Background: an optimization exercise with open tools, aiming at small area and a short achievable clock period. Do not read the settings as production practice.
Only simulation tests tie the RTL to the original design; equivalence was not proved.
Power and IR drop assume default switching activity.

Setup of v6:
Design Dividor_Segmentado, start of the top module:
module Dividor_Segmentado #(
    parameter integer tamanyo = 32
) (
    input CLK, RSTa, Start,
    input logic [tamanyo-1:0] Num, Den,
    output logic Done,
    output logic [tamanyo-1:0] Coc, Res
);
For scale: about 7,300 cells after synthesis, ~2,600 flip-flops, ~0.085 mm^2 of cells after synthesis.
make LEC_CHECK=0 CAP_MARGIN=20 CORE_MARGIN=2 CORE_UTILIZATION=40 CTS_CLUSTER_DIAMETER=100 CTS_CLUSTER_SIZE=30 SETUP_SLACK_MARGIN=3.0 SLEW_MARGIN=20 finish   # period 6.0 ns
run.sh (not shown) runs the stock make flow with config.mk's settings and CLKGATE_MAP_FILE= SYNTH_SCRIPT=/design/flow/synth_recipe.tcl, a recipe that flattens the netlist after the stock synthesis.
v6 closes out successfully: all stages finished, all timing, DRC and antenna checks passed.
Modified inputs, v7 compared to v6
Settings: ABC_AREA: unset -> 1.
## What came out
- Looking at leading cell type in the layout, fill and taps excluded, the dfxtp_1 result is from v6; the nand2_1 one comes from v7.
- Lower peak per-stage delay on the critical path goes to v6 over v7.
- Register share of the cell area essentially unchanged between v6 and v7.
- Comparing utilization for v7 and v6, the smaller number came from v7.


== exp/umber ==
Another version of the RTL of Dividor_Segmentado (not shown whole).
Size: ~11000 cells after synthesis, about 2600 flip-flops, roughly 130 I/O pins, ~0.090 mm^2 of cells after synthesis.
make LEC_CHECK=0 ABC_AREA=1 CAP_MARGIN=30 CORE_MARGIN=2 CORE_UTILIZATION=40 CTS_CLUSTER_DIAMETER=100 CTS_CLUSTER_SIZE=30 SETUP_SLACK_MARGIN=3.6 SLEW_MARGIN=30 TNS_END_PERCENT=5 finish   # period 6.0 ns
What exp/yarrow does differently from exp/umber at the input level:
# exp/umber
export LEC_CHECK = 0
export ABC_AREA = 1
export CAP_MARGIN = 30
export CORE_MARGIN = 2
export CORE_UTILIZATION = 40
export CTS_CLUSTER_DIAMETER = 100
export CTS_CLUSTER_SIZE = 30
export SETUP_SLACK_MARGIN = 3.6
export SLEW_MARGIN = 30
export TNS_END_PERCENT = 5
create_clock -name core_clock -period 6.0 [get_ports {CLK}]
# exp/yarrow
export LEC_CHECK = 0
export ABC_AREA = 1
export CAP_MARGIN = 30
export CORE_MARGIN = 2
export CORE_UTILIZATION = 40
export CTS_CLUSTER_DIAMETER = 100
export CTS_CLUSTER_SIZE = 30
export PLACE_DENSITY = 0.72
export SETUP_SLACK_MARGIN = 3.6
export SLEW_MARGIN = 30
export TNS_END_PERCENT = 5
create_clock -name core_clock -period 6.0 [get_ports {CLK}]
--- outcome ---
[diff] register-to-register slack, exp/yarrow relative to exp/umber: regression. On area after synthesis, exp/yarrow and exp/umber are basically level. NOTE routed wire length exp/umber->exp/yarrow decreased by more than 10%. exp/yarrow ended up with Coc[26] as its capturing instance or port of the critical path; exp/umber ended up with Coc[24]. exp/yarrow vs exp/umber on minimum clock period: exp/yarrow is the higher one.
Relative to exp/yarrow, the following input files were edited for exp/amber:
# exp/yarrow
export LEC_CHECK = 0
export ABC_AREA = 1
export CAP_MARGIN = 30
export CORE_MARGIN = 2
export CORE_UTILIZATION = 40
export CTS_CLUSTER_DIAMETER = 100
export CTS_CLUSTER_SIZE = 30
export PLACE_DENSITY = 0.72
export SETUP_SLACK_MARGIN = 3.6
export SLEW_MARGIN = 30
export TNS_END_PERCENT = 5
create_clock -name core_clock -period 6.0 [get_ports {CLK}]
# exp/amber
export LEC_CHECK = 0
export ABC_AREA = 1
export CAP_MARGIN = 30
export CORE_MARGIN = 2
export CORE_UTILIZATION = 40
export CTS_CLUSTER_DIAMETER = 100
export CTS_CLUSTER_SIZE = 30
export SETUP_SLACK_MARGIN = 3.75
export SLEW_MARGIN = 30
export TNS_END_PERCENT = 0
create_clock -name core_clock -period 6.0 [get_ports {CLK}]
[summary]
exp/yarrow reports its timing endpoint of the critical path as Coc[26] while exp/amber reports Coc[31].
On total wire length after detailed routing: between exp/amber and exp/yarrow, it ends up lower for exp/yarrow.
exp/amber vs. exp/yarrow: design area higher; count of placed standard cells including taps stayed essentially flat.
Diff exp/amber..exp/yarrow | number of non-clock inverters in the layout | negligible
Time the final worst path needs with I/O delays and setup (exp/amber over exp/yarrow): decrease, 0.11 ns
Lower routed metal-1 wirelength goes to exp/yarrow over exp/amber.
Cmp exp/amber vs exp/yarrow: post-place setup slack higher in exp/amber
Changes observed in exp/amber relative to exp/yarrow: total leakage power moved up; final instance count without filler cells rose about 0.6%.
Relative to exp/yarrow, clock skew has gone down in exp/amber.
Measured against each other, exp/amber and exp/yarrow differ in growth of design area from synthesis to finish, the higher figure coming from exp/amber.
Input-level comparison between exp/onyx and exp/amber:
# exp/amber
export LEC_CHECK = 0
export ABC_AREA = 1
export CAP_MARGIN = 30
export CORE_MARGIN = 2
export CORE_UTILIZATION = 40
export CTS_CLUSTER_DIAMETER = 100
export CTS_CLUSTER_SIZE = 30
export SETUP_SLACK_MARGIN = 3.75
export SLEW_MARGIN = 30
export TNS_END_PERCENT = 0
create_clock -name core_clock -period 6.0 [get_ports {CLK}]
# exp/onyx
export LEC_CHECK = 0
export ABC_AREA = 1
export CAP_MARGIN = 30
export CORE_MARGIN = 2
export CORE_UTILIZATION = 40
export CTS_CLUSTER_DIAMETER = 100
export CTS_CLUSTER_SIZE = 30
export SETUP_SLACK_MARGIN = 3.75
export SLEW_MARGIN = 30
export TNS_END_PERCENT = 5
create_clock -name core_clock -period 6.0 [get_ports {CLK}]
Results
exp/onyx vs. exp/amber: sequential cell count held steady, area used by sequential logic in the layout held steady, fraction of area in multi-input gates grew by 0.17 points, non-clock buffer count grew by about 12%, worst hold slack held steady.
Compared with exp/amber, in exp/onyx met1 routing resource usage after global routing comparable, number of max-slew violations in the final report did not really move, mean routed wirelength per cell has increased.
As far as quantity of hold-fixing buffers added after cts goes, exp/onyx and exp/amber are indistinguishable; the numbers are identical.
On exp/onyx: synthesis-to-layout area growth is 1.1 points higher than what exp/amber gave.

-- afterwards: timing with drivers on the ports --
No port has a modelled driver above. Below, the same layouts with a new extraction and two added sets of constraints.
Step 1 assumes that a clkbuf_16 drives the clock port and a buf_2 every other input.
Step 2 adds t to the input delays and takes it off the output delays; t is the mean of the earliest and latest rising clock arrival at the registers after step 1. Input paths then give back, and output paths get back, about the clock's delay inside the block.
Three values: no drivers, after step 1, after step 2; two values: the first two.
| run | shift t [ns] | setup slack, ns | worst setup path at the end |
|---|---|---|---|
| v6 | 0.853 | 2.601 / 2.601 / 2.601 | register to register |
| v7 | 0.885 | 3.041 / 2.947 / 2.796 | input to register |
| exp/umber | 0.859 | 3.513 / 3.423 / 2.975 | input to register |
| exp/yarrow | 0.855 | 3.399 / 3.327 / 2.738 | input to register |
| exp/amber | 0.856 | 3.506 / 3.425 / 2.991 | input to register |
| exp/onyx | 0.857 | 3.505 / 3.425 / 2.992 | input to register |
After both steps setup and hold are still met in every run listed. The setup slack of exp/yarrow, which loses most, moves by -0.072 ns with the drivers and by -0.661 ns with both steps.
